Source: an optimization exercise on an open RTL-to-GDS flow (aim: small area). Production flows keep margins and buffers that such runs may drop. The RTL was checked by simulation tests, not by an equivalence proof against the original design. The clock port is modelled as an ideal driver; clocking choices that lean on that would not hold on a real chip. No activity file was given, so power comes from the tool's default toggle rates.

Design taxi, start of the top module:
module taxi (
  clk, rst, mile_v, onride, double, night, subtotal, waiting, stopped,
  seg_cat, seg_AX, speed_led, night_led, double_led, ride_led, clk_sound,
  lattice_row, lattice_Rcol, lattice_Gcol, lcd_en, lcd_rs, lcd_data
);
==> flow/config.mk <==
export PLATFORM = sky130hd
export DESIGN_NAME = taxi
export DESIGN_NICKNAME = taxi
export VERILOG_FILES = /design/flow/design.v
export SDC_FILE = /design/flow/constraint.sdc
export NUM_CORES = 4
export LEC_CHECK = 0
export ABC_AREA = 1
export CAP_MARGIN = 20
export CORE_MARGIN = 2
export CORE_UTILIZATION = 55
export SLEW_MARGIN = 20
==> flow/constraint.sdc <==
create_clock -name core_clock -period 10.0 [get_ports {clk}]
set_input_delay 2.0000 -clock core_clock [delete_from_list [all_inputs] [get_ports {clk}]]
set_output_delay 2.0000 -clock core_clock [all_outputs]
set_load 0.01 [all_outputs]
standard.sh (not shown) runs the stock make flow with config.mk's settings and CLKGATE_MAP_FILE= SYNTH_SCRIPT=/design/flow/synth_recipe.tcl, a recipe that flattens the netlist after the stock synthesis.
==> flow/flow/run.sh <==
#!/bin/bash
# Own layout flow: the standard ORFS flow, with an area-oriented synthesis
# (no half/full-adder cell extraction, an area-recovering ABC script) and small
# port buffers / clock-tree buffers. Registers are those of the standard synthesis.
set -euo pipefail
W=$(pwd)
F=$W/flow
export MY_ABC_SCRIPT=$F/area.abc
cat > $W/own_synth.tcl <<EOT
proc abc {args} {
  set i [lsearch \$args -script]
  if {\$i >= 0} { lset args [expr {\$i+1}] \$::env(MY_ABC_SCRIPT) }
  yosys abc {*}\$args
}
proc extract_fa {args} {}
source $W/synth_recipe.tcl
EOT
bash standard.sh SYNTH_SCRIPT=$W/own_synth.tcl synth > $W/synth.log 2>&1
bash standard.sh "BUFFER_PORTS_ARGS=-buffer_cell sky130_fd_sc_hd__buf_1" \
  "CTS_ARGS=-sink_clustering_enable -repair_clock_nets -dont_use_dummy_load -buf_list sky130_fd_sc_hd__clkbuf_8" \
  finish > $W/layout.log 2>&1
==> flow/flow/area.abc <==
strash
&get -n
&st
&dch -f
&nf -R 1000
&put
mfs2 -a
strash
&get -n
&st
&dch -f
&nf -R 1000
&put
mfs2 -a
strash
&get -n
&st
&dch -f
&nf -R 1000
&put
mfs2 -a
strash
&get -n
&st
&dch -f
&nf -R 1000
&put
mfs2 -a
strash
&get -n
&st
&dch -f
&nf -R 1000
&put
mfs2 -a
strash
&get -n
&st
&dch -f
&nf -R 1000
&put
mfs2 -a
strash
&get -n
&st
&dch -f
&nf -R 1000
&put
mfs2 -a
strash
&get -n
&st
&dch -f
&nf -R 1000
&put
mfs2 -a
strash
&get -n
&st
&dch -f
&nf -R 1000
&put
mfs2 -a
strash
&get -n
&st
&dch -f
&nf -R 1000
&put
mfs2 -a
strash
&get -n
&st
&dch -f
&nf -R 1000
&put
mfs2 -a
strash
&get -n
&st
&dch -f
&nf -R 1000
&put
mfs2 -a
strash
&get -n
&st
&dch -f
&nf -R 1000
&put
mfs2 -a
strash
&get -n
&st
&dch -f
&nf -R 1000
&put
The starting point completed with no timing, DRC or antenna violations.
Change:
==> flow/flow/area.abc (replaced) <==
strash
&get -n
&st
&dch -f
&nf -R 1000
&put
mfs2 -a
strash
&get -n
&st
&dch -f
&nf -R 1000
&put
mfs2 -a
strash
&get -n
&st
&dch -f
&nf -R 1000
&put
mfs2 -a
strash
&get -n
&st
&dch -f
&nf -R 1000
&put
mfs2 -a
strash
&get -n
&st
&dch -f
&nf -R 1000
&put
mfs2 -a
strash
&get -n
&st
&dch -f
&nf -R 1000
&put
mfs2 -a
strash
&get -n
&st
&dch -f
&nf -R 1000
&put
CORE_UTILIZATION = 70   (was 55)
Effect: Power drops by 1.4%. Setup slack is worse by 0.39 ns. Clock-buffer cell count is unchanged. Via count came out higher by 4.5%.

========
Setup of yarrow:
Starting RTL as in the previous note.
==> flow/config.mk <==
export PLATFORM = sky130hd
export DESIGN_NAME = taxi
export DESIGN_NICKNAME = taxi
export VERILOG_FILES = /design/flow/design.v
export SDC_FILE = /design/flow/constraint.sdc
export NUM_CORES = 4
export LEC_CHECK = 0
export ABC_AREA = 1
export CAP_MARGIN = 20
export CORE_MARGIN = 2
export CORE_UTILIZATION = 55
export SLEW_MARGIN = 20
==> flow/constraint.sdc <==
create_clock -name core_clock -period 10.0 [get_ports {clk}]
set_input_delay 2.0000 -clock core_clock [delete_from_list [all_inputs] [get_ports {clk}]]
set_output_delay 2.0000 -clock core_clock [all_outputs]
set_load 0.01 [all_outputs]
==> flow/flow/run.sh <==
#!/bin/bash
# Own layout flow: the standard ORFS flow, with
#  - an area-oriented synthesis (no half/full-adder cell extraction; iterated
#    ABC area scripts, keeping the smallest result); the registers are those of
#    the standard synthesis
#  - small port buffers
#  - a two-level clock tree built after placement (clk port -> one root buffer
#    -> one leaf buffer per placement region), instead of TritonCTS's tree
# Each tool's output goes to its own log file in this folder.
set -euo pipefail
W=$(pwd)
F=$W/flow
# ABC runs once per script in flow/abc_*.script; the smallest netlist is kept
export MY_ABC_SCRIPTS="$(ls $F/abc_*.script | tr '\n' ' ')"
cat > $W/own_synth.tcl <<'EOT'
proc abc {args} {
  set lib [lindex $args [expr {[lsearch $args -liberty] + 1}]]
  set si [expr {[lsearch $args -script] + 1}]
  design -save pre_abc
  set best 1e30
  set bi -1
  set i 0
  foreach sc $::env(MY_ABC_SCRIPTS) {
    design -load pre_abc
    set a $args
    lset a $si $sc
    yosys abc {*}$a
    set st [tee -q -s result.string stat {*}[list -liberty $lib]]
    regexp {Chip area for module [^:]*: ([0-9.]+)} $st -> area
    puts "ABC script $sc: area $area"
    if {$area < $best} { set best $area; set bi $i }
    design -save abc_$i
    incr i
  }
  puts "ABC best: [lindex $::env(MY_ABC_SCRIPTS) $bi] ($best)"
  design -load abc_$bi
}
proc extract_fa {args} {}
EOT
echo "source $W/synth_recipe.tcl" >> $W/own_synth.tcl
bash standard.sh SYNTH_SCRIPT=$W/own_synth.tcl synth > $W/synth.log 2>&1
bash standard.sh "BUFFER_PORTS_ARGS=-buffer_cell sky130_fd_sc_hd__buf_1" place > $W/place.log 2>&1
R=$W/orfs/results/$FLOW_PLATFORM/taxi/base
P=$FLOW_HOME/platforms/$FLOW_PLATFORM
cat > $W/clocktree_run.tcl <<EOT
read_liberty $P/lib/sky130_fd_sc_hd__tt_025C_1v80.lib
read_db $R/3_place.odb
read_sdc $R/3_place.sdc
source $P/setRC.tcl
source $F/clocktree.tcl
detailed_placement
size_leaves 0.115 sky130_fd_sc_hd__clkbuf_8
detailed_placement
check_placement
write_db $R/3_place.odb
EOT
CLKNET=clk SPLITS="0 1 0 1" ROOTBUF=sky130_fd_sc_hd__clkbuf_16 LEAFBUF=sky130_fd_sc_hd__clkbuf_4 \
  openroad -no_init -exit $W/clocktree_run.tcl > $W/clocktree.log 2>&1
bash standard.sh "BUFFER_PORTS_ARGS=-buffer_cell sky130_fd_sc_hd__buf_1" \
  "CTS_ARGS=-clk_nets clk -dont_use_dummy_load -buf_list sky130_fd_sc_hd__clkbuf_8" \
  finish > $W/layout.log 2>&1
==> flow/flow/abc_it14.script <==
strash
&get -n
&st
&dch -f
&nf -R 1000
&put
mfs2 -a
strash
&get -n
&st
&dch -f
&nf -R 1000
&put
mfs2 -a
strash
&get -n
&st
&dch -f
&nf -R 1000
&put
mfs2 -a
strash
&get -n
&st
&dch -f
&nf -R 1000
&put
mfs2 -a
strash
&get -n
&st
&dch -f
&nf -R 1000
&put
mfs2 -a
strash
&get -n
&st
&dch -f
&nf -R 1000
&put
mfs2 -a
strash
&get -n
&st
&dch -f
&nf -R 1000
&put
mfs2 -a
strash
&get -n
&st
&dch -f
&nf -R 1000
&put
mfs2 -a
strash
&get -n
&st
&dch -f
&nf -R 1000
&put
mfs2 -a
strash
&get -n
&st
&dch -f
&nf -R 1000
&put
mfs2 -a
strash
&get -n
&st
&dch -f
&nf -R 1000
&put
mfs2 -a
strash
&get -n
&st
&dch -f
&nf -R 1000
&put
mfs2 -a
strash
&get -n
&st
&dch -f
&nf -R 1000
&put
mfs2 -a
strash
&get -n
&st
&dch -f
&nf -R 1000
&put
==> flow/flow/abc_it18.script <==
strash
&get -n
&st
&dch -f
&nf -R 1000
&put
mfs2 -a
strash
&get -n
&st
&dch -f
&nf -R 1000
&put
mfs2 -a
strash
&get -n
&st
&dch -f
&nf -R 1000
&put
mfs2 -a
strash
&get -n
&st
&dch -f
&nf -R 1000
&put
mfs2 -a
strash
&get -n
&st
&dch -f
&nf -R 1000
&put
mfs2 -a
strash
&get -n
&st
&dch -f
&nf -R 1000
&put
mfs2 -a
strash
&get -n
&st
&dch -f
&nf -R 1000
&put
mfs2 -a
strash
&get -n
&st
&dch -f
&nf -R 1000
&put
mfs2 -a
strash
&get -n
&st
&dch -f
&nf -R 1000
&put
mfs2 -a
strash
&get -n
&st
&dch -f
&nf -R 1000
&put
mfs2 -a
strash
&get -n
&st
&dch -f
&nf -R 1000
&put
mfs2 -a
strash
&get -n
&st
&dch -f
&nf -R 1000
&put
mfs2 -a
strash
&get -n
&st
&dch -f
&nf -R 1000
&put
mfs2 -a
strash
&get -n
&st
&dch -f
&nf -R 1000
&put
mfs2 -a
strash
&get -n
&st
&dch -f
&nf -R 1000
&put
mfs2 -a
strash
&get -n
&st
&dch -f
&nf -R 1000
&put
mfs2 -a
strash
&get -n
&st
&dch -f
&nf -R 1000
&put
mfs2 -a
strash
&get -n
&st
&dch -f
&nf -R 1000
&put
==> flow/flow/abc_it9.script <==
strash
&get -n
&st
&dch -f
&nf -R 1000
&put
mfs2 -a
strash
&get -n
&st
&dch -f
&nf -R 1000
&put
mfs2 -a
strash
&get -n
&st
&dch -f
&nf -R 1000
&put
mfs2 -a
strash
&get -n
&st
&dch -f
&nf -R 1000
&put
mfs2 -a
strash
&get -n
&st
&dch -f
&nf -R 1000
&put
mfs2 -a
strash
&get -n
&st
&dch -f
&nf -R 1000
&put
mfs2 -a
strash
&get -n
&st
&dch -f
&nf -R 1000
&put
mfs2 -a
strash
&get -n
&st
&dch -f
&nf -R 1000
&put
mfs2 -a
strash
&get -n
&st
&dch -f
&nf -R 1000
&put
==> flow/flow/abc_nf2k12.script <==
strash
&get -n
&st
&dch -f
&nf -R 2000
&put
mfs2 -a
strash
&get -n
&st
&dch -f
&nf -R 2000
&put
mfs2 -a
strash
&get -n
&st
&dch -f
&nf -R 2000
&put
mfs2 -a
strash
&get -n
&st
&dch -f
&nf -R 2000
&put
mfs2 -a
strash
&get -n
&st
&dch -f
&nf -R 2000
&put
mfs2 -a
strash
&get -n
&st
&dch -f
&nf -R 2000
&put
mfs2 -a
strash
&get -n
&st
&dch -f
&nf -R 2000
&put
mfs2 -a
strash
&get -n
&st
&dch -f
&nf -R 2000
&put
mfs2 -a
strash
&get -n
&st
&dch -f
&nf -R 2000
&put
mfs2 -a
strash
&get -n
&st
&dch -f
&nf -R 2000
&put
mfs2 -a
strash
&get -n
&st
&dch -f
&nf -R 2000
&put
mfs2 -a
strash
&get -n
&st
&dch -f
&nf -R 2000
&put
Other scripts of this flow, unchanged in this note and not shown: flow/flow/clocktree.tcl
--- input diff yarrow..ember ---
--- a/flow/flow/run.sh
+++ b/flow/flow/run.sh
@@ -3,3 +3,2 @@
-#  - an area-oriented synthesis (no half/full-adder cell extraction; iterated
-#    ABC area scripts, keeping the smallest result); the registers are those of
-#    the standard synthesis
+#  - an area-oriented synthesis (no half/full-adder cell extraction, an
+#    iterated ABC area script); the registers are those of the standard synthesis
@@ -13,3 +12,2 @@
-# ABC runs once per script in flow/abc_*.script; the smallest netlist is kept
-export MY_ABC_SCRIPTS="$(ls $F/abc_*.script | tr '\n' ' ')"
-cat > $W/own_synth.tcl <<'EOT'
+export MY_ABC_SCRIPT=$F/area.abc
+cat > $W/own_synth.tcl <<EOT
@@ -17,20 +15,3 @@
-  set lib [lindex $args [expr {[lsearch $args -liberty] + 1}]]
-  set si [expr {[lsearch $args -script] + 1}]
-  design -save pre_abc
-  set best 1e30
-  set bi -1
-  set i 0
-  foreach sc $::env(MY_ABC_SCRIPTS) {
-    design -load pre_abc
-    set a $args
-    lset a $si $sc
-    yosys abc {*}$a
-    set st [tee -q -s result.string stat {*}[list -liberty $lib]]
-    regexp {Chip area for module [^:]*: ([0-9.]+)} $st -> area
-    puts "ABC script $sc: area $area"
-    if {$area < $best} { set best $area; set bi $i }
-    design -save abc_$i
-    incr i
-  }
-  puts "ABC best: [lindex $::env(MY_ABC_SCRIPTS) $bi] ($best)"
-  design -load abc_$bi
+  set i [lsearch \$args -script]
+  if {\$i >= 0} { lset args [expr {\$i+1}] \$::env(MY_ABC_SCRIPT) }
+  yosys abc {*}\$args
@@ -38,0 +20 @@
+source $W/synth_recipe.tcl
@@ -40 +21,0 @@
-echo "source $W/synth_recipe.tcl" >> $W/own_synth.tcl
==> flow/flow/area.abc (new file) <==
strash
&get -n
&st
&dch -f
&nf -R 1000
&put
mfs2 -a
strash
&get -n
&st
&dch -f
&nf -R 1000
&put
mfs2 -a
strash
&get -n
&st
&dch -f
&nf -R 1000
&put
mfs2 -a
strash
&get -n
&st
&dch -f
&nf -R 1000
&put
mfs2 -a
strash
&get -n
&st
&dch -f
&nf -R 1000
&put
mfs2 -a
strash
&get -n
&st
&dch -f
&nf -R 1000
&put
mfs2 -a
strash
&get -n
&st
&dch -f
&nf -R 1000
&put
removed: flow/flow/abc_it14.script
removed: flow/flow/abc_it18.script
removed: flow/flow/abc_it9.script
removed: flow/flow/abc_nf2k12.script
--- outcome ---
Diff yarrow -> ember: cell area has remained practically unchanged; total power has decreased; internal power has decreased; synthesized cell count has increased. Proportion of synthesized chip area in sequential cells is higher on yarrow. The higher fmax came out of yarrow. The area after synthesis of ember exceeds that of yarrow by about 0.54%. The run showing the greater final cell count is ember.

[what the ideal ports hide]
How much do the figures lean on ideal ports? The routed layouts below were timed once more, with nothing changed but the port constraints. Step 1, drivers: a clkbuf_16 drives clk and a buf_2 each remaining input, both assumed. Step 2, shift: input delay + t, output delay - t, t = (earliest + latest rising clock arrival at the registers) / 2. This alone moves slack from input paths to output paths. Slacks: ideal / step 1 / step 2; pairs: ideal / step 1.
run	shift t [ns]	setup slack, ns	clock arrival spread, ns	worst data-port slew with drivers (ns)
the first run of note 1	0.486	3.521 / 3.488 / 3.488	0.038 / 0.038	0.06
the second run of note 1	0.479	3.133 / 3.109 / 2.991	0.040 / 0.040	0.04
yarrow	0.438	3.527 / 3.493 / 3.493	0.037 / 0.038	0.06
ember	0.433	3.476 / 3.453 / 3.269	0.040 / 0.040	0.03
After both steps every run listed still meets setup and hold. For ember, which loses most, drivers alone change the setup slack by -0.023 ns; drivers and shift together by -0.207 ns.
